Background: an optimization exercise with open tools, aiming at a short achievable clock period and few clock cycles. Do not read the settings as production practice. Where RTL was checked, it was by simulation tests only, not by an equivalence proof against the original. Only the layout flow was run in runs 2 to 4; the RTL was not checked for function there. No activity file was given, so power comes from the tool's default toggle rates.

==> flow/design.v, too long to show whole: its modules and the start of the top module <==
// module dff: 11 lines
// module reg_cell: 9 lines
// module register: 21 lines
// module mux2_1: 9 lines
// module mux4_1: 12 lines
// module mux8_1: 11 lines
// module eightmux8_1: 53 lines
// module decoder3_8: 12 lines
// module not1: 5 lines
// module nor2: 5 lines
// module nor3: 5 lines
// module nand2: 5 lines
// module nand3: 5 lines
// module xor2: 5 lines
// module xor3: 5 lines
// module cla4: 25 lines
// module cla16: 27 lines
// module addr16: 10 lines
// module alu_arith_block: 14 lines
// module shift_rotate_0: 13 lines
// module shift_rotate_2: 13 lines
// module shift_rotate_4: 13 lines
// module shift_rotate_8: 13 lines
// module shift_rotate: 11 lines
// module alu: 90 lines
// module alu_control: 40 lines
// module non_alu: 24 lines
// module branch_control: 25 lines
// module control: 511 lines
// module sign_extend: 11 lines
// module computewritereg: 6 lines
// module rf: 33 lines
// module rf_bypass: 22 lines
// module decode: 24 lines
// module branchjump: 15 lines
// module fetch: 15 lines
// module execute: 18 lines
// module memory: 13 lines
// module writeback: 8 lines
// module forwarding: 33 lines
// module stall: 54 lines
// module flush: 58 lines
// module stall_flush: 160 lines
// module proc: 148 lines
module proc ( 
   halt, imem_addr, dmem_addr, dmem_wdata, dmem_we,
   clk, rst, imem_rdata, dmem_rdata
   );
  // ...
==> flow/run.sh <==
#!/bin/bash
# synth_recipe.tcl (not shown) runs the flow's synth.tcl, then flattens the netlist and writes it again
# the make line also repeats each setting of config.mk as NAME=value (left out here)
make -C /OpenROAD-flow-scripts/flow DESIGN_CONFIG=/design/flow/config.mk WORK_HOME=/design/flow/orfs CLKGATE_MAP_FILE= SYNTH_SCRIPT=/design/flow/synth_recipe.tcl finish
==> flow/config.mk <==
export PLATFORM = sky130hd
export DESIGN_NAME = proc
export DESIGN_NICKNAME = proc
export VERILOG_FILES = /design/flow/design.v
export SDC_FILE = /design/flow/constraint.sdc
export NUM_CORES = 4
export LEC_CHECK = 0
export CAP_MARGIN = 20
export CORE_MARGIN = 2
export CORE_UTILIZATION = 40
export SLEW_MARGIN = 20
==> flow/constraint.sdc <==
create_clock -name core_clock -period 10.0 [get_ports {clk}]
set_input_delay 2.0000 -clock core_clock [delete_from_list [all_inputs] [get_ports {clk}]]
set_output_delay 2.0000 -clock core_clock [all_outputs]
set_load 0.01 [all_outputs]
==> results.toml, run 1 <==
[floorplanning]
core_sq_um = 56100

[synthesis]
ys_async_sr_fraction_pct = 0
synth_ff_type = "dfxtp_1"
synth_top_family_by_area = "compound AO/OA/AOI/OAI gates"
synthMuxAreaShare_pct = 10.7
synth_xor_area_share_pct = 2.61

[place]
place_congestion = 1.01
post-place-ws_ns = 0.898
placed_area_sq_um = 23600
dp.cells = 3271

[sta]
rsz0062_at_grt = "no"
setup_tns_ns = 0
fin_ws_ns = 0.791
slew_headroom_pct = 22.4

[outcome]
status = "timing/DRC/antenna clean"

[setup_path]
cp.arrival_ns = 9.69
r2r_start = "M_WB_writereg[1].state$_SDFF_PP0_"
endpoint_kind = "flop"
cp.depth = 30

[finish]
multiInputGateArea_sq_um = 13500
clock_area_share_pct = 5.61
drive_above_1_share_pct = 13.3
clkbuf_count = 57
nFillCells = 5405

[power]
power_mw = 3.67
ir_drop_mv = 0.115
net-switching-power_mw = 1.06

[routing]
vias_per_cell = 5.88
wl_mm = 83.4

[clock_tree]
cts-resized-gates = 0

[grt]
busiest_layer = "met2"
Testbench counts, summed over its fixed seeds: cycles 115,842.
==> module proc, before the edit <==
module proc ( 
   halt, imem_addr, dmem_addr, dmem_wdata, dmem_we,
   clk, rst, imem_rdata, dmem_rdata
   );
   input clk;
   input rst;
   output [15:0] imem_addr;
   input [15:0] imem_rdata;
   output [15:0] dmem_addr, dmem_wdata;
   output dmem_we;
   input [15:0] dmem_rdata;
   output halt;
   wire err;
  assign err = 1'b0;
  wire jumpType, BranchTaken, jmp, stall;
   wire IF_halt_sf;
   wire [15:0] ALU_res, memOut, sign_ext;
   wire [15:0] IF_PC_sf, PC_val, PC_next, IF_Instr_sf, IF_pc_2_w_sf;
	wire ID_Branch_sf, ID_ALUsrc_sf, ID_memWrite_sf, ID_memRead_sf, ID_memToReg_sf, 
	       ID_noOp_sf, ID_jmp_sf, ID_jumpType_sf, ID_regWrite_sf, ID_halt_sf;
	wire [1:0] ID_instrType_sf;
	wire [2:0] ID_writereg_sf;
	wire [15:0] ID_Instr_sf, ID_read2data_sf, ID_read1data_sf, 
		ID_sign_ext_sf, ID_pc_2_w_sf;
   wire [15:0] forward_A_data, forward_B_data;
   wire [15:0] IF_Instr_in, ID_Instr_out, IF_pc_2_w_in, ID_pc_2_w_out;
   wire IF_halt_in, ID_halt_out;
   dff IF_ID_Instr [15:0](.d(IF_Instr_sf), .q(ID_Instr_out), .clk(clk), .rst(rst));
   dff IF_ID_pc_2_w [15:0] (.d(IF_pc_2_w_sf), .q(ID_pc_2_w_out), .clk(clk), .rst(rst));
   dff IF_ID_halt (.d(IF_halt_sf), .q(ID_halt_out), .clk(clk), .rst(rst));
   wire [15:0] ID_Instr_in, IE_Instr_out, ID_read2data_in, IE_read2data_out, ID_read1data_in, IE_read1data_out, 
	       ID_sign_ext_in, IE_sign_ext_out, ID_pc_2_w_in, IE_pc_2_w_out;
   wire ID_Branch_in, IE_Branch_out, ID_ALUsrc_in, IE_ALUsrc_out, ID_memWrite_in, IE_memWrite_out,
	ID_memToReg_in, IE_memToReg_out, ID_noOp_in, IE_noOp_out, ID_jmp_in, IE_jmp_out, ID_memRead_in, IE_memRead_out,
	ID_jumpType_in, IE_jumpType_out, ID_regWrite_in, IE_regWrite_out, ID_halt_in, IE_halt_out;
   wire [2:0] ID_writereg_in, IE_writereg_out;
   wire [1:0] ID_instrType_in, IE_instrType_out;
   assign ID_pc_2_w_in = ID_pc_2_w_out;
   assign ID_Instr_in = ID_Instr_out;
   assign ID_halt_in = ID_halt_out;
   dff ID_IE_Instr [15:0] (.d(ID_Instr_sf), .q(IE_Instr_out), .clk(clk), .rst(rst));
   dff ID_IE_read2data [15:0] (.d(ID_read2data_sf), .q(IE_read2data_out), .clk(clk), .rst(rst));
   dff ID_IE_read1data [15:0] (.d(ID_read1data_sf), .q(IE_read1data_out), .clk(clk), .rst(rst));
   dff ID_IE_sign_ext [15:0] (.d(ID_sign_ext_sf), .q(IE_sign_ext_out), .clk(clk), .rst(rst));
   dff ID_IE_Branch (.d(ID_Branch_sf), .q(IE_Branch_out), .clk(clk), .rst(rst));
   dff ID_IE_instrType [1:0] (.d(ID_instrType_sf), .q(IE_instrType_out), .clk(clk), .rst(rst));
   dff ID_IE_ALUsrc (.d(ID_ALUsrc_sf), .q(IE_ALUsrc_out), .clk(clk), .rst(rst));
   dff ID_IE_regWrite (.d(ID_regWrite_sf), .q(IE_regWrite_out), .clk(clk), .rst(rst));
   dff ID_IE_writereg [2:0] (.d(ID_writereg_sf), .q(IE_writereg_out), .clk(clk), .rst(rst));
   dff ID_IE_halt (.d(ID_halt_sf), .q(IE_halt_out), .clk(clk), .rst(rst));
   dff ID_IE_memWrite (.d(ID_memWrite_sf), .q(IE_memWrite_out), .clk(clk), .rst(rst));
   dff ID_IE_pc_2_w [15:0] (.d(ID_pc_2_w_sf), .q(IE_pc_2_w_out), .clk(clk), .rst(rst));
   dff ID_IE_memToReg (.d(ID_memToReg_sf), .q(IE_memToReg_out), .clk(clk), .rst(rst));
   dff ID_IE_noOp (.d(ID_noOp_sf), .q(IE_noOp_out), .clk(clk), .rst(rst));
   dff ID_IE_jmp (.d(ID_jmp_sf), .q(IE_jmp_out), .clk(clk), .rst(rst));
   dff ID_IE_memRead (.d(ID_memRead_sf), .q(IE_memRead_out), .clk(clk), .rst(rst));
   dff ID_IE_jumpType (.d(ID_jumpType_sf), .q(IE_jumpType_out), .clk(clk), .rst(rst));
   wire [15:0] IE_ALU_res_in, M_ALU_res_out, IE_read2data_in, M_read2data_out, IE_pc_2_w_in, M_pc_2_w_out;
   wire IE_memWrite_in, M_memWrite_out, IE_memToReg_in, M_memToReg_out, IE_noOp_in, M_noOp_out,
        IE_jmp_in, M_jmp_out, IE_memRead_in, M_memRead_out, IE_regWrite_in, M_regWrite_out,
	IE_halt_in, M_halt_out;
   wire [2:0] IE_writereg_in, M_writereg_out;
   assign IE_read2data_in = forward_B_data; 
   assign IE_memWrite_in = IE_memWrite_out;
   assign IE_memToReg_in = IE_memToReg_out;
   assign IE_noOp_in = IE_noOp_out;
   assign IE_jmp_in = IE_jmp_out;
   assign IE_pc_2_w_in = IE_pc_2_w_out;
   assign IE_regWrite_in = IE_regWrite_out;
   assign IE_writereg_in = IE_writereg_out;
   assign IE_halt_in = IE_halt_out;
   assign IE_memRead_in = IE_memRead_out;
   dff IE_M_ALU_res [15:0] (.d(IE_ALU_res_in), .q(M_ALU_res_out), .clk(clk), .rst(rst));
   dff IE_M_read2data [15:0] (.d(IE_read2data_in), .q(M_read2data_out), .clk(clk), .rst(rst));
   dff IE_M_memWrite (.d(IE_memWrite_in), .q(M_memWrite_out), .clk(clk), .rst(rst));
   dff IE_M_regWrite (.d(IE_regWrite_in), .q(M_regWrite_out), .clk(clk), .rst(rst));
   dff IE_M_writereg [2:0] (.d(IE_writereg_in), .q(M_writereg_out), .clk(clk), .rst(rst));
   dff IE_M_halt (.d(IE_halt_in), .q(M_halt_out), .clk(clk), .rst(rst));
   dff IE_M_memRead (.d(IE_memRead_in), .q(M_memRead_out), .clk(clk), .rst(rst));
   dff IE_M_pc_2_w [15:0] (.d(IE_pc_2_w_in), .q(M_pc_2_w_out), .clk(clk), .rst(rst));
   dff IE_M_memToReg (.d(IE_memToReg_in), .q(M_memToReg_out), .clk(clk), .rst(rst));
   dff IE_M_noOp (.d(IE_noOp_in), .q(M_noOp_out), .clk(clk), .rst(rst));
   dff IE_M_jmp (.d(IE_jmp_in), .q(M_jmp_out), .clk(clk), .rst(rst));
   wire [15:0] M_ALU_res_in, WB_ALU_res_out, M_pc_2_w_in, WB_pc_2_w_out, M_memToRegMux_in, WB_memToRegMux_out;
   wire M_memToReg_in, WB_memToReg_out, M_noOp_in, WB_noOp_out, M_jmp_in, WB_jmp_out,
	M_regWrite_in, WB_regWrite_out, M_halt_in, WB_halt_out;
   wire [2:0] M_writereg_in, WB_writereg_out;
   assign M_ALU_res_in = M_ALU_res_out;
   assign M_pc_2_w_in = M_pc_2_w_out;
   assign M_memToReg_in = M_memToReg_out;
   assign M_noOp_in = M_noOp_out;
   assign M_jmp_in = M_jmp_out;
   assign M_regWrite_in = M_regWrite_out;
   assign M_writereg_in = M_writereg_out;
   assign M_halt_in = M_halt_out;
   dff M_WB_ALU_res [15:0] (.d(M_ALU_res_in), .q(WB_ALU_res_out), .clk(clk), .rst(rst));
   dff M_WB_pc_2_w [15:0] (.d(M_pc_2_w_in), .q(WB_pc_2_w_out), .clk(clk), .rst(rst));
   dff M_WB_memToReg (.d(M_memToReg_in), .q(WB_memToReg_out), .clk(clk), .rst(rst));
   dff M_WB_noOp (.d(M_noOp_in), .q(WB_noOp_out), .clk(clk), .rst(rst));
   dff M_WB_jmp (.d(M_jmp_in), .q(WB_jmp_out), .clk(clk), .rst(rst));
   dff M_WB_memToRegMux [15:0] (.d(M_memToRegMux_in), .q(WB_memToRegMux_out), .clk(clk), .rst(rst));
   dff M_WB_regWrite (.d(M_regWrite_in), .q(WB_regWrite_out), .clk(clk), .rst(rst));
   dff M_WB_writereg [2:0] (.d(M_writereg_in), .q(WB_writereg_out), .clk(clk), .rst(rst));
   dff M_WB_halt (.d(M_halt_in), .q(WB_halt_out), .clk(clk), .rst(rst));
   assign ALU_res = IE_ALU_res_in;
   assign jumpType = IE_jumpType_out;
   assign sign_ext = IE_sign_ext_out;
   assign jmp = IE_jmp_out;
	wire proc_halt;
	assign proc_halt = WB_halt_out || (IE_memWrite_in && M_halt_in);
	assign halt = WB_halt_out;
	stall_flush stall_flush0(.ID_Instr_out(ID_Instr_out), .IE_Instr_out(IE_Instr_out), .IE_memRead_out(IE_memRead_out), 
		.rst(rst), .clk(clk), .stall(stall), 
		.IF_PC_sf(IF_PC_sf), .PC_val(PC_val), .PC_next(PC_next), 
		.IF_Instr_in(IF_Instr_in), .IF_Instr_sf(IF_Instr_sf), 
		.IF_pc_2_w_in(IF_pc_2_w_in), .ID_pc_2_w_out(ID_pc_2_w_out), .IF_pc_2_w_sf(IF_pc_2_w_sf),
		.IF_halt_in(IF_halt_in), .ID_halt_out(ID_halt_out), .IF_halt_sf(IF_halt_sf), 
		.ID_Branch_in(ID_Branch_in), .ID_ALUsrc_in(ID_ALUsrc_in), .ID_memWrite_in(ID_memWrite_in), .ID_memRead_in(ID_memRead_in), .ID_memToReg_in(ID_memToReg_in),
	        .ID_noOp_in(ID_noOp_in), .ID_jmp_in(ID_jmp_in), .ID_jumpType_in(ID_jumpType_in), .ID_regWrite_in(ID_regWrite_in), .ID_halt_in(ID_halt_in),
                .ID_instrType_in(ID_instrType_in), .ID_Instr_in(ID_Instr_in),
		.ID_writereg_in(ID_writereg_in), .ID_read2data_in(ID_read2data_in), .ID_read1data_in(ID_read1data_in), .ID_pc_2_w_in(ID_pc_2_w_in), .ID_sign_ext_in(ID_sign_ext_in),
		.ID_Branch_sf(ID_Branch_sf), .ID_ALUsrc_sf(ID_ALUsrc_sf), .ID_memWrite_sf(ID_memWrite_sf), .ID_memRead_sf(ID_memRead_sf), .ID_memToReg_sf(ID_memToReg_sf), 
	        .ID_noOp_sf(ID_noOp_sf), .ID_jmp_sf(ID_jmp_sf), .ID_jumpType_sf(ID_jumpType_sf), .ID_regWrite_sf(ID_regWrite_sf), .ID_halt_sf(ID_halt_sf),
		.ID_instrType_sf(ID_instrType_sf), .ID_Instr_sf(ID_Instr_sf), .ID_writereg_sf(ID_writereg_sf), .ID_read2data_sf(ID_read2data_sf), .ID_read1data_sf(ID_read1data_sf), 
		.ID_sign_ext_sf(ID_sign_ext_sf), .ID_pc_2_w_sf(ID_pc_2_w_sf),
		.IE_BranchTaken_out(BranchTaken), .IE_jmp_out(IE_jmp_out));
   forwarding forward_module(.IE_Instr_out(IE_Instr_out), .IE_read1data_out(IE_read1data_out), .IE_read2data_out(IE_read2data_out),
			.M_regWrite_out(M_regWrite_out), .M_writereg_out(M_writereg_out), .M_ALU_res_out(M_ALU_res_out),
			.WB_regWrite_out(WB_regWrite_out), .WB_writereg_out(WB_writereg_out), .memOut(memOut),
			.forward_A_data(forward_A_data), .forward_B_data(forward_B_data));
   fetch fetch0(.imem_addr(imem_addr), .imem_rdata(imem_rdata), .jumpType(IE_jumpType_out), .ALU_res(IE_ALU_res_in), .sign_ext(IE_sign_ext_out), .BranchTaken(BranchTaken), 
		.jmp(IE_jmp_out), .Instr(IF_Instr_in), .pc_2_w(IF_pc_2_w_in), .clk(clk), .rst(rst), .stall(stall), .halt(IF_halt_in), 
		.PC_stall(IF_PC_sf), .PC_val(PC_val), .PC_next(PC_next), .IE_pc_2_w_out(IE_pc_2_w_out), .IE_Instr_out(IE_Instr_out));
   decode decode0(.Instr(ID_Instr_out), .memOut(memOut), .clk(clk), .rst(rst), 
		  .regWrite_in(WB_regWrite_out), .WBwriteReg(WB_writereg_out), 
		  .sign_ext(ID_sign_ext_in), .read1data(ID_read1data_in), .read2data(ID_read2data_in), 
		  .jumpType(ID_jumpType_in), .jmp(ID_jmp_in), .Branch(ID_Branch_in), .memWrite(ID_memWrite_in), 
		  .memRead(ID_memRead_in), .memToReg(ID_memToReg_in), .ALUSrc(ID_ALUsrc_in), .noOp(ID_noOp_in), 
		  .instrType(ID_instrType_in), .regWrite_out(ID_regWrite_in), .writereg(ID_writereg_in));
   execute execute0(.ALUSrc(IE_ALUsrc_out), .Branch(IE_Branch_out), .sign_ext(IE_sign_ext_out), .read1data(forward_A_data), 
		    .read2data(forward_B_data), .Instr(IE_Instr_out), .instrType(IE_instrType_out), 
		    .ALU_res(IE_ALU_res_in), .BranchTaken(BranchTaken));
   memory memory0(.ALU_res(M_ALU_res_out), .memWrite(M_memWrite_out), .read2data(M_read2data_out), 
		  .clk(clk), .rst(rst), .memtoRegMux(M_memToRegMux_in),
		  .dmem_addr(dmem_addr), .dmem_wdata(dmem_wdata), .dmem_we(dmem_we), .dmem_rdata(dmem_rdata));
   writeback writeback0(.memToReg(WB_memToReg_out), .ALU_res(WB_ALU_res_out), .noOp(WB_noOp_out), .jmp(WB_jmp_out), 
			.pc_2_w(WB_pc_2_w_out), .memToRegMux(WB_memToRegMux_out), .memOut(memOut));
endmodule  
==> inputs of run 2 (changes only) <==
==> flow/design.v (replaced) <==
module proc (
   halt, imem_addr, dmem_addr, dmem_wdata, dmem_we,
   clk, rst, imem_rdata, dmem_rdata
   );
   input clk;
   input rst;
   output [15:0] imem_addr;
   input [15:0] imem_rdata;
   output [15:0] dmem_addr, dmem_wdata;
   output dmem_we;
   input [15:0] dmem_rdata;
   output halt;
   localparam BTB_IW = 5;               
   localparam BTB_N  = 1 << BTB_IW;
   localparam TAG_W  = 15 - BTB_IW;     
   reg [15:0] pc;
   reg        d_valid;
   reg [15:0] d_instr;
   reg [15:0] d_pc;
   reg        d_hit;         
   reg        d_ptaken;      
   reg        e_valid;
   reg        e_wr;
   reg [2:0]  e_dst;
   reg        e_load, e_store, e_halt;
   reg        e_bcond;       
   reg [1:0]  e_bop;         
   reg        e_ctl;         
   reg        e_ptaken;
   reg [15:0] e_pc, e_pc2, e_target;
   reg [15:0] e_a, e_b, e_s;
   reg        e_fa_m, e_fa_w, e_fb_m, e_fb_w, e_fs_m, e_fs_w;
   reg        e_r_add, e_r_sub, e_r_xor, e_r_andn, e_r_shift, e_r_btr,
              e_r_slbi, e_r_b, e_r_link, e_r_seq, e_r_slt, e_r_sle, e_r_sco;
   reg [1:0]  e_shop;        
   reg        m_wr, m_load, m_we, m_halt;
   reg [2:0]  m_dst;
   reg [15:0] m_result, m_sdata;
   reg        w_wr;
   reg [2:0]  w_dst;
   reg [15:0] w_data;
   reg [15:0] rf [0:7];
   reg              btb_v   [0:BTB_N-1];
   reg [TAG_W-1:0]  btb_tag [0:BTB_N-1];
   reg [15:0]       btb_tgt [0:BTB_N-1];
   reg [1:0]        btb_ctr [0:BTB_N-1];
   reg        u_en, u_taken;
   reg [15:0] u_pc, u_tgt;
   assign imem_addr = pc;
   wire [BTB_IW-1:0] f_idx = pc[BTB_IW:1];
   wire f_hit    = btb_v[f_idx] & (btb_tag[f_idx] == pc[15:BTB_IW+1]);
   wire f_ptaken = f_hit & btb_ctr[f_idx][1];
   wire [15:0] f_pc2 = pc + 16'd2;
   wire [15:0] f_next = f_ptaken ? btb_tgt[f_idx] : f_pc2;
   wire [4:0] op = d_instr[15:11];
   wire [2:0] rs = d_instr[10:8];
   wire [2:0] rt = d_instr[7:5];
   wire [2:0] rd = d_instr[4:2];
   wire i_halt  = (op == 5'b00000);
   wire i_j     = (op == 5'b00100);
   wire i_jr    = (op == 5'b00101);
   wire i_jal   = (op == 5'b00110);
   wire i_jalr  = (op == 5'b00111);
   wire i_alui  = (op[4:2] == 3'b010);           
   wire i_bcnd  = (op[4:2] == 3'b011);           
   wire i_st    = (op == 5'b10000);
   wire i_ld    = (op == 5'b10001);
   wire i_slbi  = (op == 5'b10010);
   wire i_stu   = (op == 5'b10011);
   wire i_shi   = (op[4:2] == 3'b101);           
   wire i_lbi   = (op == 5'b11000);
   wire i_btr   = (op == 5'b11001);
   wire i_shr   = (op == 5'b11010);
   wire i_alur  = (op == 5'b11011);
   wire i_cmp   = (op[4:2] == 3'b111);           
   wire [15:0] imm5s = {{11{d_instr[4]}}, d_instr[4:0]};
   wire [15:0] imm5z = {11'd0, d_instr[4:0]};
   wire [15:0] imm8s = {{8{d_instr[7]}}, d_instr[7:0]};
   wire [15:0] imm8z = {8'd0, d_instr[7:0]};
   wire [15:0] disps = {{5{d_instr[10]}}, d_instr[10:0]};
   wire use1 = ~(i_halt | (op == 5'b00001) | i_lbi | i_j | i_jal |
                 (op == 5'b00010) | (op == 5'b00011));
   wire use2 = i_alur | i_shr | i_cmp | i_st | i_stu;
   wire x_wr = i_alur | i_shr | i_cmp | i_btr | i_alui | i_shi | i_ld |
               i_stu | i_lbi | i_slbi | i_jal | i_jalr;
   wire [2:0] x_dst = (i_alur | i_shr | i_cmp | i_btr) ? rd :
                      (i_alui | i_shi | i_ld) ? rt :
                      (i_jal | i_jalr) ? 3'd7 : rs;
   wire [15:0] rf1 = (w_wr & (w_dst == rs)) ? w_data : rf[rs];
   wire [15:0] rf2 = (w_wr & (w_dst == rt)) ? w_data : rf[rt];
   wire hz1_e = e_valid & e_wr & (e_dst == rs);
   wire hz2_e = e_valid & e_wr & (e_dst == rt);
   wire hz1_m = m_wr & (m_dst == rs);
   wire hz2_m = m_wr & (m_dst == rt);
   wire ld_use = e_valid & e_load & ((use1 & hz1_e) | (use2 & hz2_e));
   wire jr_any = i_jr | i_jalr;
   wire jr_hz  = jr_any & (hz1_e | (hz1_m & m_load));
   wire d_stall = d_valid & (ld_use | jr_hz);
   wire [15:0] d_pc2 = d_pc + 16'd2;
   wire [15:0] br_tgt = d_pc2 + imm8s;
   wire [15:0] j_tgt  = d_pc2 + disps;
   wire [15:0] jr_a   = hz1_m ? m_result : rf1;
   wire [15:0] jr_tgt = jr_a + imm8s;
   wire bcnd_eff = i_bcnd & (d_instr[7:0] != 8'd0);
   wire jmp_eff  = (i_j | i_jal) & (d_instr[10:0] != 11'd0);
   wire [15:0] ctl_tgt = i_bcnd ? br_tgt : j_tgt;
   wire s_taken = jmp_eff | (bcnd_eff & d_instr[7]);
   wire d_redir_pred = d_valid & ~d_hit & s_taken;
   wire d_redir_jr   = d_valid & jr_any;
   wire d_redirect = d_redir_pred | d_redir_jr;
   wire [15:0] d_redir_pc = jr_any ? jr_tgt : ctl_tgt;
   wire x_ptaken = d_hit ? d_ptaken : s_taken;
   wire [15:0] w_fwd = w_data;
   wire [15:0] a = e_fa_m ? m_result : e_fa_w ? w_fwd : e_a;
   wire [15:0] b = e_fb_m ? m_result : e_fb_w ? w_fwd : e_b;
   wire [15:0] s = e_fs_m ? m_result : e_fs_w ? w_fwd : e_s;
   wire [16:0] sum  = {1'b0, a} + {1'b0, b};
   wire [15:0] diff = b - a;
   wire        seq  = (a == b);
   wire        slt  = ($signed(a) < $signed(b));
   wire [31:0] rl   = {a, a} << b[3:0];
   wire [31:0] rr   = {a, a} >> b[3:0];
   wire [15:0] sh_rol = rl[31:16];
   wire [15:0] sh_sll = a << b[3:0];
   wire [15:0] sh_ror = rr[15:0];
   wire [15:0] sh_srl = a >> b[3:0];
   wire [15:0] shv = (e_shop == 2'b00) ? sh_rol :
                     (e_shop == 2'b01) ? sh_sll :
                     (e_shop == 2'b10) ? sh_ror : sh_srl;
   wire [15:0] btr;
   genvar gi;
   generate for (gi = 0; gi < 16; gi = gi + 1) begin : g_btr
      assign btr[gi] = a[15 - gi];
   end endgenerate
   wire cbit = (e_r_seq & seq) | (e_r_slt & slt) | (e_r_sle & (slt | seq)) |
               (e_r_sco & sum[16]);
   wire [15:0] result =
        ({16{e_r_add}}   & sum[15:0]) |
        ({16{e_r_sub}}   & diff) |
        ({16{e_r_xor}}   & (a ^ b)) |
        ({16{e_r_andn}}  & (a & ~b)) |
        ({16{e_r_shift}} & shv) |
        ({16{e_r_btr}}   & btr) |
        ({16{e_r_slbi}}  & {a[7:0], e_b[7:0]}) |
        ({16{e_r_b}}     & e_b) |
        ({16{e_r_link}}  & e_pc2) |
        {15'd0, cbit};
   wire a_zero = (a == 16'd0);
   wire taken = (e_bop == 2'b00) ? a_zero :
                (e_bop == 2'b01) ? ~a_zero :
                (e_bop == 2'b10) ? a[15] : ~a[15];
   wire e_mispredict = e_valid & e_bcond & (taken ^ e_ptaken);
   wire [15:0] e_fix_pc = taken ? e_target : e_pc2;
   wire [15:0] pc_next = e_mispredict ? e_fix_pc :
                         d_stall ? pc :
                         d_redirect ? d_redir_pc : f_next;
   always @(posedge clk) begin
      if (rst) pc <= 16'd0;
      else pc <= pc_next;
   end
   always @(posedge clk) begin
      if (rst) begin
         d_valid <= 1'b0;
      end else if (e_mispredict) begin
         d_valid <= 1'b0;
      end else if (!d_stall) begin
         d_valid <= ~d_redirect;
      end
   end
   always @(posedge clk) begin
      if (!d_stall) begin
         d_instr  <= imem_rdata;
         d_pc     <= pc;
         d_hit    <= f_hit;
         d_ptaken <= f_ptaken;
      end
   end
   wire x_go = d_valid & ~d_stall & ~e_mispredict;
   always @(posedge clk) begin
      if (rst) e_valid <= 1'b0;
      else e_valid <= x_go;
   end
   always @(posedge clk) begin
      e_wr     <= x_go & x_wr;
      e_load   <= x_go & i_ld;
      e_store  <= x_go & (i_st | i_stu);
      e_halt   <= x_go & i_halt;
      e_bcond  <= x_go & bcnd_eff;
      e_ctl    <= x_go & (bcnd_eff | jmp_eff);
      e_dst    <= x_dst;
      e_bop    <= op[1:0];
      e_ptaken <= x_ptaken;
      e_pc     <= d_pc;
      e_pc2    <= d_pc2;
      e_target <= ctl_tgt;
      e_a      <= rf1;
      e_b      <= (i_alui & ~op[1]) ? imm5s :
                  i_alui ? imm5z :
                  (i_shi | i_st | i_ld | i_stu) ? imm5s :
                  i_lbi ? imm8s :
                  i_slbi ? imm8z : rf2;
      e_s      <= rf2;
      e_fa_m   <= hz1_e;
      e_fa_w   <= ~hz1_e & hz1_m;
      e_fb_m   <= use2 & ~i_st & ~i_stu & hz2_e;
      e_fb_w   <= use2 & ~i_st & ~i_stu & ~hz2_e & hz2_m;
      e_fs_m   <= hz2_e;
      e_fs_w   <= ~hz2_e & hz2_m;
      e_r_add  <= (i_alui & op[1:0] == 2'b00) | (i_alur & d_instr[1:0] == 2'b00) |
                  i_st | i_ld | i_stu;
      e_r_sub  <= (i_alui & op[1:0] == 2'b01) | (i_alur & d_instr[1:0] == 2'b01);
      e_r_xor  <= (i_alui & op[1:0] == 2'b10) | (i_alur & d_instr[1:0] == 2'b10);
      e_r_andn <= (i_alui & op[1:0] == 2'b11) | (i_alur & d_instr[1:0] == 2'b11);
      e_r_shift<= i_shi | i_shr;
      e_shop   <= i_shi ? op[1:0] : d_instr[1:0];
      e_r_btr  <= i_btr;
      e_r_slbi <= i_slbi;
      e_r_b    <= i_lbi;
      e_r_link <= i_jal | i_jalr;
      e_r_seq  <= (op == 5'b11100);
      e_r_slt  <= (op == 5'b11101);
      e_r_sle  <= (op == 5'b11110);
      e_r_sco  <= (op == 5'b11111);
   end
   always @(posedge clk) begin
      if (rst) begin
         m_wr   <= 1'b0;
         m_we   <= 1'b0;
         m_halt <= 1'b0;
         m_load <= 1'b0;
      end else begin
         m_wr   <= e_valid & e_wr;
         m_we   <= e_valid & e_store;
         m_halt <= e_valid & e_halt;
         m_load <= e_valid & e_load;
      end
   end
   always @(posedge clk) begin
      m_dst    <= e_dst;
      m_result <= result;
      m_sdata  <= s;
   end
   assign dmem_addr  = m_result;
   assign dmem_wdata = m_sdata;
   assign dmem_we    = m_we;
   assign halt       = m_halt;
   always @(posedge clk) begin
      if (rst) w_wr <= 1'b0;
      else w_wr <= m_wr;
   end
   always @(posedge clk) begin
      w_dst  <= m_dst;
      w_data <= m_load ? dmem_rdata : m_result;
   end
   integer k;
   always @(posedge clk) begin
      if (rst) begin
         for (k = 0; k < 8; k = k + 1) rf[k] <= 16'd0;
      end else if (w_wr) begin
         rf[w_dst] <= w_data;
      end
   end
   always @(posedge clk) begin
      if (rst) u_en <= 1'b0;
      else u_en <= e_valid & e_ctl;
      u_taken <= e_bcond ? taken : 1'b1;
      u_pc    <= e_pc;
      u_tgt   <= e_target;
   end
   wire [BTB_IW-1:0] u_idx = u_pc[BTB_IW:1];
   wire u_match = btb_v[u_idx] & (btb_tag[u_idx] == u_pc[15:BTB_IW+1]);
   wire [1:0] u_ctr = btb_ctr[u_idx];
   integer j;
   always @(posedge clk) begin
      if (rst) begin
         for (j = 0; j < BTB_N; j = j + 1) btb_v[j] <= 1'b0;
      end else if (u_en) begin
         if (u_taken) begin
            btb_v[u_idx]   <= 1'b1;
            btb_tag[u_idx] <= u_pc[15:BTB_IW+1];
            btb_tgt[u_idx] <= u_tgt;
            btb_ctr[u_idx] <= u_match ? (u_ctr == 2'b11 ? 2'b11 : u_ctr + 2'b01) : 2'b11;
         end else if (u_match) begin
            btb_ctr[u_idx] <= (u_ctr == 2'b00) ? 2'b00 : u_ctr - 2'b01;
         end
      end
   end
endmodule
--- a/flow/config.mk
+++ b/flow/config.mk
@@ -7,2 +7,3 @@
 export LEC_CHECK = 0
+export ABC_CLOCK_PERIOD_IN_PS = 2500
 export CAP_MARGIN = 20
@@ -10,2 +11,3 @@
 export CORE_UTILIZATION = 40
+export SETUP_SLACK_MARGIN = 5
 export SLEW_MARGIN = 20
==> results.toml, run 2 <==
[outcome]
status = "timing/DRC/antenna clean"

[clock_tree]
h-tree-depth = 4
cts.sinks = 1339
holdBufCountCts = 0
clk_pin_slew_ns = 0.06
clk_latency_ns = 0.79
cts-root-buf = "clkbuf_16"
clockBufferDepth = 3
cts-buffers-inserted = 145
cts_tree = "yes"

[sta]
final-hold-violation-count = 0
maxSlewViolCount = 0
fin_crit_sh_pct = 47.2
tightest_slew_ns = 1.29
fin_skew_ns = 0.0542
rsz0062_at_grt = "yes"
slew_headroom_pct = 13.9
setup_tns_ns = 0
fmax_mhz = 212
fin_ws_ns = 5.28
period_minus_slack_ns = 4.72
setup_viol = 0

[grt]
track_usage_pct = 23.0
antenna_found_initial = 3
gr-total-overflow = 0
grt_max_degree = 106
first_global_vias = 36978
grt_pass1_wl_mm = 262

[setup_path]
cp_slowest_cell = "dfxtp_2"
slowest_delay_ns = 0.65
rrSetupSlack_ns = 5.28
worstSetupPathType = "flop to flop"
r2r-end = "m_result[14]$_DFF_P_"
endpoint_kind = "flop"
cp_max_fo = 22
r2r_start = "e_fb_w$_DFF_P_"
cp.arrival_ns = 5.32
required_ns = 10.61
cp.depth = 17
endpoint = "m_result[14]$_DFF_P_"
crit_start = "e_fb_w$_DFF_P_"
worstRegToRegCells = 17
cpMostUsedCell = "o31ai_1"
cp_top_family = "compound AO/OA/AOI/OAI gates"
path_cells = "mux2i_1 > o21a_1 > buf_4 > inv_2 > ha_1 > inv_1 > fa_1 > o21ba_2 > o21bai_1 > a21oi_1 > o31ai_1 > a211oi_1 > nor2_1 > o41ai_1 > o31ai_1 > xor2_1 > o2111ai_1"
worst-path-buf-inv = 3
start_kind = "flop"

[routing]
vias_per_cell = 5.97
drcViolationCount = 0
num_vias = 37323
wl_mm = 183
drt_first_pass_iters = 8
drtAntennaViolNets = 0
drtIter0Drc = 4288
drt-wirelength-per-cell_microns = 29.2

[finish]
largest_register = "btb_tgt"
layout_commonest_cell = "edfxtp_1"
drive_above_1_share_pct = 21.6
area.growth.synth_to_final_pct = 13.6
final_cell_mix = "1058 x edfxtp_1, 400 x mux4_2, 261 x dfxtp_1"
reg_top3 = "btb_tgt x512, btb_tag x320, rf x128"
largest_reg_flops = 512
fin_nets = 4222
antennaDiodeCount = 0

[power]
p_per_area_nw_per_um2 = 200
leakage_nw = 23.2
ir_drop_mv = 0.166

[floorplanning]
initial_utilization_pct = 40.3
die_x_microns = 395
core.rowCount = 143
die_area_sq_um = 156000
ios = 84
core_sq_um = 152000
die_h_microns = 395

[place]
dpl.hpwl_mm = 113
place_congestion = 0.931
portBuffers = 83
post-place-ws_ns = 4.47

[synthesis]
synth_area_leader_cell = "edfxtp_1"
synth.avg_cell_area_sq_um = 15.2
ys.warnings.count = 1
ys_types = 81
ys_async_sr_fraction_pct = 0
yosysSeqAreaShare_pct = 61.1
synth_common_cells = "1058 x edfxtp_1, 400 x mux4_2, 281 x dfxtp_1, 228 x mux2i_1, 220 x nor2_1"
synthesis.area_sq_um = 61200
yosys-top-cells-area = "edfxtp_1 52%, mux4_2 15%, dfxtp_1 9.2%"
synth_top_area_share_pct = 51.9
synth.most_common_cell = "edfxtp_1"
synth-edff-count = 1058
syn_inst = 4024
synth_ff_type = "edfxtp_1"
ys_seq_elements = 1339
syn_nets = 4144

[hold_path]
hold_path_class = "flop to flop"

[run]
drv_cap = 0
==> run 2: cell types whose count changed after synthesis, sizes merged, moves of 74 or more <==
cell	before	now
edfxtp	0	1058
mux4	64	400
nand2	439	187
mux2i	87	228
and2	46	162
a21oi	243	128
dfxtp	368	281
a22oi	4	78
==> run 2: worst reg2reg max path: stages (launching register included) <==
cell,delay [ns]
dfxtp_2,0.65
mux2i_1,0.15
o21a_1,0.19
buf_4,0.24
inv_2,0.40
ha_1,0.25
inv_1,0.07
fa_1,0.46
o21ba_2,0.23
o21bai_1,0.22
a21oi_1,0.14
o31ai_1,0.36
a211oi_1,0.14
nor2_1,0.18
o41ai_1,0.14
o31ai_1,0.44
xor2_1,0.19
o2111ai_1,0.12
==> run 2: kinds of logic (layout without fill, tap and decap cells) <==
| group | count (synthesis) | count (layout) | synth area share (%) |
|---|---|---|---|
| AND/OR/NAND/NOR | 817 | 817 | 6.65 |
| XOR/XNOR | 93 | 93 | 1.37 |
| adder cells (fa/ha/maj) | 86 | 86 | 1.81 |
| AO/OA/AOI/OAI | 614 | 614 | 6.74 |
| flip-flops | 1339 | 1339 | 61.1 |
| buffers and inverters | 372 | 574 | 2.50 |
| multiplexers | 703 | 703 | 19.8 |
==> run 2: layout make-up <==
class                           count  area, sq um
Clock buffer                      189         3950
Clock inverter                     82          801
Fill cell                       13117        82400
Inverter                          102          384
Multi-Input combinational cell   2313        22600
Sequential cell                  1339        37400
Tap cell                         2030         2540
Timing Repair Buffer              201         1790
==> run 2: routing by layer <==
layer | vias up | share of wire, % | global-route usage [%]
li1 | 16016 | - | -
met1 | 19220 | 43 | 32.8
met2 | 1779 | 46 | 35.2
met3 | 308 | 8.7 | 4.79
met4 | 0 | 3.2 | 7.39
met5 | - | 0 | 0
==> run 2: worst min path at each step <==
stage | from | slack (ns) | cells past startpoint | to
2_1_floorplan | e_pc[10]$_DFF_P_ | 0.31 | 0 | u_pc[10]$_DFF_P_
3_3_place_gp | e_pc[4]$_DFF_P_ | 0.31 | 0 | u_pc[4]$_DFF_P_
3_5_place_dp | e_pc[13]$_DFF_P_ | 0.31 | 0 | u_pc[13]$_DFF_P_
4_1_cts | e_pc[7]$_DFF_P_ | 0.32 | 0 | u_pc[7]$_DFF_P_
5_1_grt | e_pc[5]$_DFF_P_ | 0.33 | 0 | u_pc[5]$_DFF_P_
6_report | e_pc[5]$_DFF_P_ | 0.32 | 0 | u_pc[5]$_DFF_P_
==> run 2: repair_timing <==
action | CTS | global route
pin swaps | 0 | 0
setup endpoints to repair | 103 | 120
gates resized for setup | 6 | 10
cloned | 0 | 1
setup buffers | 0 | 1
==> run 2: metrics by stage <==
step / hold WS, ns / cell area [sq um] / util, % / power, mW / cells
after floorplan: 0.310 / 61200 / - / 7.86 / 4024
after global placement: 0.313 / 64600 / 42.5 / 8.58 / 5983
after detailed placement: 0.312 / 64600 / 42.5 / 8.59 / 5983
after CTS: 0.323 / 69400 / 45.7 / 13.9 / 6254
after global routing: 0.328 / 69500 / 45.8 / 14.3 / 6256
final: 0.324 / 69500 / 45.8 / 13.9 / 6256
==> run 2: power breakdown <==
part	internal [mW]	switching, mW
Combinational	0.796	0.997
Sequential	6.29	0.438
Clock	3.05	2.30
==> inputs of run 3 (changes only) <==
==> flow/flow/run.sh (new file) <==
#!/bin/bash
# The standard layout, with repair_timing aiming for a larger setup margin
# (the clock period and the constraints are unchanged).
sed 's/SETUP_SLACK_MARGIN=[0-9.]*/SETUP_SLACK_MARGIN=7/' standard.sh > standard_margin.sh
bash standard_margin.sh > standard.log 2>&1
==> flow/standard.sh (new file) <==
#!/bin/bash
# synth_recipe.tcl (not shown) runs the flow's synth.tcl, then flattens the netlist and writes it again
# the make line also repeats each setting of config.mk as NAME=value (left out here)
make -C /OpenROAD-flow-scripts/flow DESIGN_CONFIG=/design/flow/config.mk WORK_HOME=/design/flow/orfs CLKGATE_MAP_FILE= SYNTH_SCRIPT=/design/flow/synth_recipe.tcl "${@:-finish}"
removed: flow/run.sh
==> results.toml, run 3 <==
[routing]
drtAntennaViolNets = 0
drt_first_pass_iters = 9
num_vias = 39867
drt-wirelength-per-cell_microns = 30.4
wl_mm = 200
drtIter0Drc = 4360
vias_per_cell = 6.05
drcViolationCount = 0

[finish]
reg_top3 = "btb_tgt x512, btb_tag x320, rf x128"
largest_register = "btb_tgt"
area.growth.synth_to_final_pct = 24.8
drive_above_1_share_pct = 35.6
largest_reg_flops = 512
fin_util_pct = 50.3
final_cell_mix = "1058 x edfxtp_1, 400 x mux4_2, 263 x buf_4"
fin_nets = 4562
layout_commonest_cell = "edfxtp_1"

[synthesis]
ys_types = 81
synthesis.area_sq_um = 61200
synth_top_area_share_pct = 51.9
ys_seq_elements = 1339
synth_area_leader_cell = "edfxtp_1"
syn_nets = 4144
synth.most_common_cell = "edfxtp_1"
synth.avg_cell_area_sq_um = 15.2
yosys-top-cells-area = "edfxtp_1 52%, mux4_2 15%, dfxtp_1 9.2%"
syn_inst = 4024
synth_common_cells = "1058 x edfxtp_1, 400 x mux4_2, 281 x dfxtp_1, 228 x mux2i_1, 220 x nor2_1"
synth-edff-count = 1058
synth_ff_type = "edfxtp_1"
yosysSeqAreaShare_pct = 61.1
ys.warnings.count = 1
ys_async_sr_fraction_pct = 0

[hold_path]
hold_path_class = "flop to flop"

[sta]
period_minus_slack_ns = 3.99
maxSlewViolCount = 0
fmax_mhz = 251
hold_ws_ns = 0.324
final-hold-violation-count = 0
fin_ws_ns = 6.01
slew_headroom_pct = 23.8
rsz0062_at_grt = "yes"
setup_viol = 0
fin_crit_sh_pct = 39.9
fin_skew_ns = 0.0509
tightest_slew_ns = 1.14
setup_tns_ns = 0

[floorplanning]
die_area_sq_um = 156000
initial_utilization_pct = 40.3
core.rowCount = 143
die_h_microns = 395
die_x_microns = 395
core_sq_um = 152000
ios = 84

[power]
power_mw = 14.5
p_per_area_nw_per_um2 = 190
ir_drop_mv = 0.152
leakage_nw = 26.2

[grt]
antenna_found_initial = 7
track_usage_pct = 24.8
first_global_vias = 38133
gr-total-overflow = 0
use_met1_pct = 34.3
grt_max_degree = 57
busiest_layer = "met2"
use_met2_pct = 38.6
grt_pass1_wl_mm = 280
met3_usage_pct = 5.17

[clock_tree]
clockBufferDepth = 3
clk_latency_ns = 0.80
cts.sinks = 1339
cts-root-buf = "clkbuf_16"
h-tree-depth = 4
cts-buffers-inserted = 144
clk_pin_slew_ns = 0.07
holdBufCountCts = 0
cts_tree = "yes"

[run]
drv_cap = 0

[place]
place_congestion = 0.950
portBuffers = 83
post-place-ws_ns = 5.21
dpl.hpwl_mm = 113

[outcome]
status = "timing/DRC/antenna clean"

[setup_path]
worstSetupPathType = "flop to flop"
cp.arrival_ns = 4.70
endpoint_kind = "flop"
required_ns = 10.70
start_kind = "flop"
cp_max_fo = 6
-- run 3: stage by stage --
step | cell area (sq um) | cells
final | 76400 | 6593
after global placement | 64900 | 5973
after CTS | 74500 | 6490
after global routing | 76400 | 6590
after detailed placement | 64900 | 5974
after floorplan | 62200 | 4024
-- run 3: cell families (layout without fill, tap and decap cells) --
logic type | count (synthesis) | count (layout) | synth area share (%)
flip-flops | 1339 | 1339 | 61.1
AND/OR/NAND/NOR | 817 | 820 | 6.65
multiplexers | 703 | 703 | 19.8
AO/OA/AOI/OAI | 614 | 617 | 6.74
buffers and inverters | 372 | 902 | 2.50
XOR/XNOR | 93 | 93 | 1.37
adder cells (fa/ha/maj) | 86 | 86 | 1.81
other | 0 | 3 | 0
-- run 3: worst paths after layout --
path                                 startpoint             endpoint  slack, ns  cells past startpoint
worst max-delay path                       flop  pc[11]$_SDFFE_PP0N_       6.01                     16
worst min-delay path            e_pc[4]$_DFF_P_      u_pc[4]$_DFF_P_       0.32                      0
worst max register to register             flop  pc[11]$_SDFFE_PP0N_       6.01                     16
worst min register to register  e_pc[4]$_DFF_P_      u_pc[4]$_DFF_P_       0.32                      0
-- run 3: cell type report --
type,instances,area (sq um)
fill,12400,75500
multi-input combinational,2319,24600
antenna,3,7.51
timing repair buffer,535,6440
clock buffer,178,3860
clock inverter,86,882
timing repair inverter,1,5.00
sequential,1339,37600
tap,2030,2540
inverter,102,434
-- run 3: per-layer routing --
layer	vias to the layer above	wire length (microns)
met5	-	71
met4	7	9090
met2	2161	91800
met1	20535	80000
met3	454	19200
li1	16710	-
-- run 3: what timing repair did --
item                       4_1_cts  5_1_grt
setup endpoints to repair     1292      745
pin swaps                      110      100
setup buffers                  220       85
gates cloned                    32       15
resized for setup              759      186
-- run 3: power by group --
part           switching [mW]  leakage [nW]  internal (mW)
sequential              0.377          12.3           6.30
combinational            1.31          11.6           1.14
clock                    2.29          2.31           3.06
-- run 3: worst max-delay path: stages, from the launching register on --
cell	delay [ns]
dfxtp_4	0.40
buf_12	0.15
mux4_2	0.55
mux2i_4	0.18
a21oi_2	0.08
mux2_4	0.30
ha_4	0.16
or4_4	0.56
o311ai_4	0.30
o22ai_2	0.13
buf_4	0.16
nor2_4	0.08
xnor2_2	0.15
nand2_2	0.12
a31oi_4	0.24
a221oi_2	0.08
a311oi_1	0.26
==> inputs of run 4 (changes only) <==
--- a/flow/design.v
+++ b/flow/design.v
@@ -12,5 +12,3 @@
    output halt;
-   localparam BTB_IW = 5;               
-   localparam BTB_N  = 1 << BTB_IW;
-   localparam TAG_W  = 15 - BTB_IW;     
+   localparam BTB_N  = 8;               
    reg [15:0] pc;
@@ -21,2 +19,3 @@
    reg        d_ptaken;      
+   reg [15:0] d_ptgt;        
    reg        e_valid;
@@ -26,4 +25,8 @@
    reg        e_bcond;       
+   reg        e_jr;          
+   reg        e_imm0;        
    reg [1:0]  e_bop;         
    reg        e_ctl;         
+   reg        e_dtaken;      
+   reg        e_ret;         
    reg        e_ptaken;
@@ -41,15 +44,33 @@
    reg [15:0] w_data;
-   reg [15:0] rf [0:7];
-   reg              btb_v   [0:BTB_N-1];
-   reg [TAG_W-1:0]  btb_tag [0:BTB_N-1];
+   reg [15:0] rf  [0:7];
+   reg        rfz [0:7];
+   reg [15:0] ras;
+   reg [BTB_N-1:0]  btb_v;
+   reg [14:0]       btb_tag [0:BTB_N-1];    
    reg [15:0]       btb_tgt [0:BTB_N-1];
    reg [1:0]        btb_ctr [0:BTB_N-1];
-   reg        u_en, u_taken;
+   reg              btb_ret [0:BTB_N-1];
+   reg [2:0]        btb_rr;
+   reg        p_valid;
+   reg [15:0] p_tgt;
+   reg        rst_r;
+   reg        u_en, u_taken, u_ret;
    reg [15:0] u_pc, u_tgt;
    assign imem_addr = pc;
-   wire [BTB_IW-1:0] f_idx = pc[BTB_IW:1];
-   wire f_hit    = btb_v[f_idx] & (btb_tag[f_idx] == pc[15:BTB_IW+1]);
-   wire f_ptaken = f_hit & btb_ctr[f_idx][1];
+   reg [BTB_N-1:0] f_hitv;
+   reg [BTB_N-1:0] f_tkv;
+   reg [15:0]      f_ptgt;
+   integer fi;
+   always @(*) begin
+      f_ptgt = 16'd0;
+      for (fi = 0; fi < BTB_N; fi = fi + 1) begin
+         f_hitv[fi] = btb_v[fi] & (btb_tag[fi] == pc[15:1]);
+         f_tkv[fi]  = f_hitv[fi] & btb_ctr[fi][1];
+         f_ptgt = f_ptgt | ({16{f_hitv[fi]}} & (btb_ret[fi] ? ras : btb_tgt[fi]));
+      end
+   end
+   wire f_hit    = |f_hitv;
+   wire f_ptaken = |f_tkv;
    wire [15:0] f_pc2 = pc + 16'd2;
-   wire [15:0] f_next = f_ptaken ? btb_tgt[f_idx] : f_pc2;
+   wire [15:0] f_next = f_ptaken ? f_ptgt : f_pc2;
    wire [4:0] op = d_instr[15:11];
@@ -88,4 +109,6 @@
                       (i_jal | i_jalr) ? 3'd7 : rs;
-   wire [15:0] rf1 = (w_wr & (w_dst == rs)) ? w_data : rf[rs];
-   wire [15:0] rf2 = (w_wr & (w_dst == rt)) ? w_data : rf[rt];
+   wire w_hit1 = w_wr & (w_dst == rs);
+   wire w_hit2 = w_wr & (w_dst == rt);
+   wire [15:0] rf1 = w_hit1 ? w_data : rf[rs];
+   wire [15:0] rf2 = w_hit2 ? w_data : rf[rt];
    wire hz1_e = e_valid & e_wr & (e_dst == rs);
@@ -95,23 +118,28 @@
    wire ld_use = e_valid & e_load & ((use1 & hz1_e) | (use2 & hz2_e));
-   wire jr_any = i_jr | i_jalr;
-   wire jr_hz  = jr_any & (hz1_e | (hz1_m & m_load));
-   wire d_stall = d_valid & (ld_use | jr_hz);
-   wire [15:0] d_pc2 = d_pc + 16'd2;
+   wire d_stall = d_valid & ld_use;
+   reg  [15:0] d_pc2;
    wire [15:0] br_tgt = d_pc2 + imm8s;
    wire [15:0] j_tgt  = d_pc2 + disps;
-   wire [15:0] jr_a   = hz1_m ? m_result : rf1;
-   wire [15:0] jr_tgt = jr_a + imm8s;
    wire bcnd_eff = i_bcnd & (d_instr[7:0] != 8'd0);
    wire jmp_eff  = (i_j | i_jal) & (d_instr[10:0] != 11'd0);
+   wire jr_any   = i_jr | i_jalr;
    wire [15:0] ctl_tgt = i_bcnd ? br_tgt : j_tgt;
+   wire w_zero = (w_data == 16'd0);
+   wire m_zero = (m_result == 16'd0);
+   wire d_zero = hz1_m ? m_zero : w_hit1 ? w_zero : rfz[rs];
+   wire d_sign = hz1_m ? m_result[15] : rf1[15];
+   wire d_ready = ~hz1_e & ~(hz1_m & m_load);
+   wire d_taken = (op[1:0] == 2'b00) ? d_zero :
+                  (op[1:0] == 2'b01) ? ~d_zero :
+                  (op[1:0] == 2'b10) ? d_sign : ~d_sign;
+   wire d_bres = bcnd_eff & d_ready;
    wire s_taken = jmp_eff | (bcnd_eff & d_instr[7]);
-   wire d_redir_pred = d_valid & ~d_hit & s_taken;
-   wire d_redir_jr   = d_valid & jr_any;
-   wire d_redirect = d_redir_pred | d_redir_jr;
-   wire [15:0] d_redir_pc = jr_any ? jr_tgt : ctl_tgt;
+   wire d_redir_res  = d_bres & (d_taken ^ d_ptaken);
+   wire d_redir_pred = ~d_bres & ~d_hit & s_taken;
+   wire d_redirect   = d_valid & (d_redir_res | d_redir_pred);
+   wire [15:0] d_redir_pc = (d_bres & ~d_taken) ? d_pc2 : ctl_tgt;
    wire x_ptaken = d_hit ? d_ptaken : s_taken;
-   wire [15:0] w_fwd = w_data;
-   wire [15:0] a = e_fa_m ? m_result : e_fa_w ? w_fwd : e_a;
-   wire [15:0] b = e_fb_m ? m_result : e_fb_w ? w_fwd : e_b;
-   wire [15:0] s = e_fs_m ? m_result : e_fs_w ? w_fwd : e_s;
+   wire [15:0] a = e_fa_m ? m_result : e_fa_w ? w_data : e_a;
+   wire [15:0] b = e_fb_m ? m_result : e_fb_w ? w_data : e_b;
+   wire [15:0] s = e_fs_m ? m_result : e_fs_w ? w_data : e_s;
    wire [16:0] sum  = {1'b0, a} + {1'b0, b};
@@ -151,7 +179,15 @@
                 (e_bop == 2'b10) ? a[15] : ~a[15];
-   wire e_mispredict = e_valid & e_bcond & (taken ^ e_ptaken);
-   wire [15:0] e_fix_pc = taken ? e_target : e_pc2;
-   wire [15:0] pc_next = e_mispredict ? e_fix_pc :
-                         d_stall ? pc :
-                         d_redirect ? d_redir_pc : f_next;
+   wire jr_ok = e_ptaken & e_imm0 & (a == e_target);
+   wire e_mispredict = e_valid & ((e_bcond & (taken ^ e_ptaken)) |
+                                  (e_jr & ~jr_ok));
+   wire [15:0] e_fix_pc = e_jr ? a : taken ? e_target : e_pc2;
+   wire [15:0] pc_d = d_stall ? pc : d_redirect ? d_redir_pc : f_next;
+   wire [15:0] pc_next = p_valid ? p_tgt : e_mispredict ? e_fix_pc : pc_d;
+   wire kill_d = p_valid | e_mispredict;
+   always @(posedge clk) begin
+      if (rst) p_valid <= 1'b0;
+      else p_valid <= e_valid & e_jr & ~e_imm0;
+      p_tgt <= sum[15:0];
+      rst_r <= rst;
+   end
    always @(posedge clk) begin
@@ -163,3 +199,3 @@
          d_valid <= 1'b0;
-      end else if (e_mispredict) begin
+      end else if (kill_d) begin
          d_valid <= 1'b0;
@@ -173,10 +209,16 @@
          d_pc     <= pc;
+         d_pc2    <= f_pc2;
          d_hit    <= f_hit;
          d_ptaken <= f_ptaken;
+         d_ptgt   <= f_ptgt;
       end
    end
-   wire x_go = d_valid & ~d_stall & ~e_mispredict;
+   wire x_go = d_valid & ~d_stall;
+   always @(posedge clk) begin
+      if (rst) ras <= 16'd0;
+      else if (x_go & (i_jal | i_jalr)) ras <= d_pc2;
+   end
    always @(posedge clk) begin
       if (rst) e_valid <= 1'b0;
-      else e_valid <= x_go;
+      else e_valid <= x_go & ~kill_d;
    end
@@ -187,4 +229,8 @@
       e_halt   <= x_go & i_halt;
-      e_bcond  <= x_go & bcnd_eff;
-      e_ctl    <= x_go & (bcnd_eff | jmp_eff);
+      e_bcond  <= x_go & bcnd_eff & ~d_ready;
+      e_jr     <= x_go & jr_any;
+      e_imm0   <= (d_instr[7:0] == 8'd0);
+      e_ret    <= i_jr & (rs == 3'd7);
+      e_ctl    <= x_go & (bcnd_eff | jmp_eff | jr_any);
+      e_dtaken <= jmp_eff | d_taken;
       e_dst    <= x_dst;
@@ -194,3 +240,3 @@
       e_pc2    <= d_pc2;
-      e_target <= ctl_tgt;
+      e_target <= jr_any ? d_ptgt : ctl_tgt;
       e_a      <= rf1;
@@ -199,3 +245,3 @@
                   (i_shi | i_st | i_ld | i_stu) ? imm5s :
-                  i_lbi ? imm8s :
+                  (i_lbi | jr_any) ? imm8s :
                   i_slbi ? imm8z : rf2;
@@ -256,6 +302,10 @@
    always @(posedge clk) begin
-      if (rst) begin
-         for (k = 0; k < 8; k = k + 1) rf[k] <= 16'd0;
+      if (rst_r) begin
+         for (k = 0; k < 8; k = k + 1) begin
+            rf[k]  <= 16'd0;
+            rfz[k] <= 1'b1;
+         end
       end else if (w_wr) begin
-         rf[w_dst] <= w_data;
+         rf[w_dst]  <= w_data;
+         rfz[w_dst] <= w_zero;
       end
@@ -265,9 +315,20 @@
       else u_en <= e_valid & e_ctl;
-      u_taken <= e_bcond ? taken : 1'b1;
+      u_taken <= e_jr | (e_bcond ? taken : e_dtaken);
+      u_ret   <= e_ret;
       u_pc    <= e_pc;
-      u_tgt   <= e_target;
+      u_tgt   <= e_jr ? sum[15:0] : e_target;
+   end
+   reg [BTB_N-1:0] u_hitv;
+   reg [1:0]       u_ctr;
+   integer ui;
+   always @(*) begin
+      u_ctr = 2'b00;
+      for (ui = 0; ui < BTB_N; ui = ui + 1) begin
+         u_hitv[ui] = btb_v[ui] & (btb_tag[ui] == u_pc[15:1]);
+         u_ctr = u_ctr | ({2{u_hitv[ui]}} & btb_ctr[ui]);
+      end
    end
-   wire [BTB_IW-1:0] u_idx = u_pc[BTB_IW:1];
-   wire u_match = btb_v[u_idx] & (btb_tag[u_idx] == u_pc[15:BTB_IW+1]);
-   wire [1:0] u_ctr = btb_ctr[u_idx];
+   wire u_match = |u_hitv;
+   wire [1:0] u_inc = (u_ctr == 2'b11) ? 2'b11 : u_ctr + 2'b01;
+   wire [1:0] u_dec = (u_ctr == 2'b00) ? 2'b00 : u_ctr - 2'b01;
    integer j;
@@ -275,11 +336,18 @@
       if (rst) begin
-         for (j = 0; j < BTB_N; j = j + 1) btb_v[j] <= 1'b0;
+         btb_v  <= {BTB_N{1'b0}};
+         btb_rr <= 3'd0;
       end else if (u_en) begin
-         if (u_taken) begin
-            btb_v[u_idx]   <= 1'b1;
-            btb_tag[u_idx] <= u_pc[15:BTB_IW+1];
-            btb_tgt[u_idx] <= u_tgt;
-            btb_ctr[u_idx] <= u_match ? (u_ctr == 2'b11 ? 2'b11 : u_ctr + 2'b01) : 2'b11;
-         end else if (u_match) begin
-            btb_ctr[u_idx] <= (u_ctr == 2'b00) ? 2'b00 : u_ctr - 2'b01;
+         if (u_match) begin
+            for (j = 0; j < BTB_N; j = j + 1) if (u_hitv[j]) begin
+               btb_tgt[j] <= u_taken ? u_tgt : btb_tgt[j];
+               btb_ret[j] <= u_taken ? u_ret : btb_ret[j];
+               btb_ctr[j] <= u_taken ? u_inc : u_dec;
+            end
+         end else if (u_taken) begin
+            btb_v[btb_rr]   <= 1'b1;
+            btb_tag[btb_rr] <= u_pc[15:1];
+            btb_tgt[btb_rr] <= u_tgt;
+            btb_ret[btb_rr] <= u_ret;
+            btb_ctr[btb_rr] <= 2'b11;
+            btb_rr <= btb_rr + 3'd1;
          end
==> results.toml, run 4 <==
[floorplanning]
core_sq_um = 96600
ios = 84
die_x_microns = 316
die_h_microns = 316
initial_utilization_pct = 40.3
die_area_sq_um = 99800
core.rowCount = 114

[setup_path]
cp.arrival_ns = 4.01
endpoint_kind = "flop"
cp_top_family = "compound AO/OA/AOI/OAI gates"
worst-path-buf-inv = 1
r2r_start = "e_fa_w$_DFF_P_"
path_cells = "mux2i_1 > o21a_1 > clkinvlp_4 > ha_4 > fa_2 > nand2b_1 > a21oi_2 > o21bai_1 > a221oi_2 > o21bai_1 > a21oi_2 > o41ai_4 > o31ai_4 > a221o_1 > a2111o_1"
r2r-end = "m_result[0]$_DFF_P_"
worstRegToRegCells = 15
cp_slowest_cell = "dfxtp_4"
start_kind = "flop"
worstSetupPathType = "flop to flop"
required_ns = 10.54
slowest_delay_ns = 0.41
rrSetupSlack_ns = 6.53
cp.depth = 15
cp_max_fo = 7

[sta]
setup_tns_ns = 0
setup_viol = 0
maxSlewViolCount = 0
fmax_mhz = 288
tightest_slew_ns = 1.15
fin_skew_ns = 0.0508
slew_headroom_pct = 23.5
rsz0062_at_grt = "yes"
fin_crit_sh_pct = 34.7
final-hold-violation-count = 0
period_minus_slack_ns = 3.47

[finish]
reg_top3 = "btb_tgt x128, rf x128, btb_tag x120"
fin_util_pct = 51.8
fin_nets = 3963
antennaDiodeCount = 0
area.growth.synth_to_final_pct = 28.5
drive_above_1_share_pct = 29.4
layout_commonest_cell = "edfxtp_1"
nFillCells = 8248
final_cell_mix = "449 x edfxtp_1, 309 x buf_4, 293 x mux2i_1"

[routing]
dr_wl_met3_mm = 12.0
wl_met1_mm = 57.8
highest_layer = "met5"
vias_per_cell = 5.90
drtIter0Drc = 3442
drcViolationCount = 0
num_vias = 30673
wl_met2_mm = 64.1
drt_first_pass_iters = 6
wl_mm = 142
drtAntennaViolNets = 0
drt-wirelength-per-cell_microns = 27.3

[place]
place_congestion = 0.971
dpl.hpwl_mm = 86.7
portBuffers = 83

[clock_tree]
clk_pin_slew_ns = 0.07
cts.sinks = 767
cts-buffers-inserted = 82
cts_tree = "yes"
cts-root-buf = "clkbuf_16"
holdBufCountCts = 0
h-tree-depth = 3
clk_latency_ns = 0.67
clockBufferDepth = 3

[grt]
track_usage_pct = 27.2
first_global_vias = 28957
antenna_found_initial = 4
grt_max_degree = 62
grt_pass1_wl_mm = 199
gr-total-overflow = 0

[synthesis]
synth.most_common_cell = "edfxtp_1"
synth-edff-count = 449
synth_area_leader_cell = "edfxtp_1"
yosys-top-cells-area = "edfxtp_1 35%, dfxtp_1 16%, mux2i_1 7.8%"
synthesis.area_sq_um = 38900
ys_types = 93
syn_nets = 3577
yosysSeqAreaShare_pct = 51.0
ys_async_sr_fraction_pct = 0
synth_ff_type = "edfxtp_1"
synth.avg_cell_area_sq_um = 11.2
ys.warnings.count = 1
ys_seq_elements = 767
syn_inst = 3472
synth_top_area_share_pct = 34.6
synth_common_cells = "449 x edfxtp_1, 318 x dfxtp_1, 303 x mux2i_1, 297 x xnor2_1, 242 x nand2_1"

[power]
power_mw = 8.88
ir_drop_mv = 0.123
leakage_nw = 18.9
p_per_area_nw_per_um2 = 177

[hold_path]
worstHoldStart = "e_pc[11]$_DFF_P_"
hold_path_class = "flop to flop"
min_path_cells = 0
hold_end = "u_pc[11]$_DFF_P_"

[run]
drv_cap = 0

[outcome]
status = "timing/DRC/antenna clean"
## run 4: layout make-up
| cell class | instances | area (sq um) | share of cell area (%) |
|---|---|---|---|
| repair buffers | 549 | 5770 | 11.5 |
| clock inverters | 50 | 464 | 0.928 |
| inverters | 110 | 509 | 1.02 |
| well taps | 1276 | 1600 | 3.19 |
| multi-input cells | 2347 | 19400 | 38.8 |
| repair inverters | 1 | 8.76 | 0.0175 |
| flip-flops and latches | 767 | 20000 | 40.0 |
| clock buffers | 102 | 2220 | 4.43 |
## run 4: logic make-up after synthesis
| logic type | synth area share, % |
|---|---|
| compound gates | 10.7 |
| xor+xnor | 7.25 |
| fa+ha+maj | 2.39 |
| buf+inv | 3.89 |
| flops | 51.0 |
| mux | 13.5 |
| simple gates | 11.3 |
## run 4: stage by stage
stage	worst slack (ns)	area [sq um]	std cells	hold WS (ns)
3_5_place_dp	5.41	41200	4659	0.312
5_1_grt	6.40	50000	5202	0.329
4_1_cts	6.61	48100	5094	0.319
3_3_place_gp	5.47	41200	4659	0.310
6_report	6.53	50000	5202	0.315
2_1_floorplan	6.28	39400	3472	0.310
## run 4: worst max-delay path by stage
stage,startpoint,endpoint
floorplan,e_fb_w$_DFF_P_,m_result[0]$_DFF_P_
global placement,rst,btb_tgt[4][3]$_DFFE_PP_
detailed placement,rst,btb_tgt[4][15]$_DFFE_PP_
CTS,e_fa_w$_DFF_P_,m_result[0]$_DFF_P_
global route,e_fa_w$_DFF_P_,m_result[0]$_DFF_P_
finish,e_fa_w$_DFF_P_,m_result[0]$_DFF_P_
## run 4: repair_timing
action	4_1_cts	5_1_grt
pin swaps	98	107
setup endpoints to repair	475	299
gates cloned	13	9
buffers inserted	270	99
resized for setup	702	206
## run 4: where the power goes
part | internal, mW | total [mW] | switching (mW)
combinational | 0.860 | 1.94 | 1.08
sequential | 3.59 | 3.88 | 0.296
clock | 1.72 | 3.06 | 1.33
## run 4: layer usage
metal  vias to the layer above  track usage (%)
li1                      13460                -
met1                     15173             37.0
met2                      1616             42.5
met3                       420             4.26
met4                         4             13.2
met5                         -                0

==> static timing again, ports no longer ideal <==
Ports are ideal in the flow. The routed layouts listed here were re-timed in OpenROAD. Step 1 assumes that a clkbuf_16 drives the clock port and a buf_2 every other input. Step 2, shift: input delay + t, output delay - t, t = (earliest + latest rising clock arrival at the registers) / 2. This alone moves slack from input paths to output paths. Slacks: no drivers / after step 1 / after step 2; pairs: no drivers / after step 1.
run	t, ns	setup WS [ns]	worst hold slack (ns)	clock arrival spread, ns	worst register clock-pin slew, ns
run 1	0.634	0.791 / 0.791 / 0.791	0.435 / 0.435 / 0.435	0.035 / 0.034	0.08 / 0.08
run 2	0.831	5.283 / 5.283 / 4.973	0.324 / 0.324 / 0.324	0.061 / 0.061	0.07 / 0.07
run 3	0.848	6.008 / 6.008 / 6.008	0.324 / 0.324 / 0.324	0.051 / 0.050	0.07 / 0.07
run 4	0.714	6.526 / 6.526 / 6.258	0.315 / 0.315 / 0.315	0.051 / 0.051	0.07 / 0.07
After both steps every run listed still meets setup and hold. For run 2, which loses most, drivers alone change the setup slack by 0.000 ns; drivers and shift together by -0.310 ns.
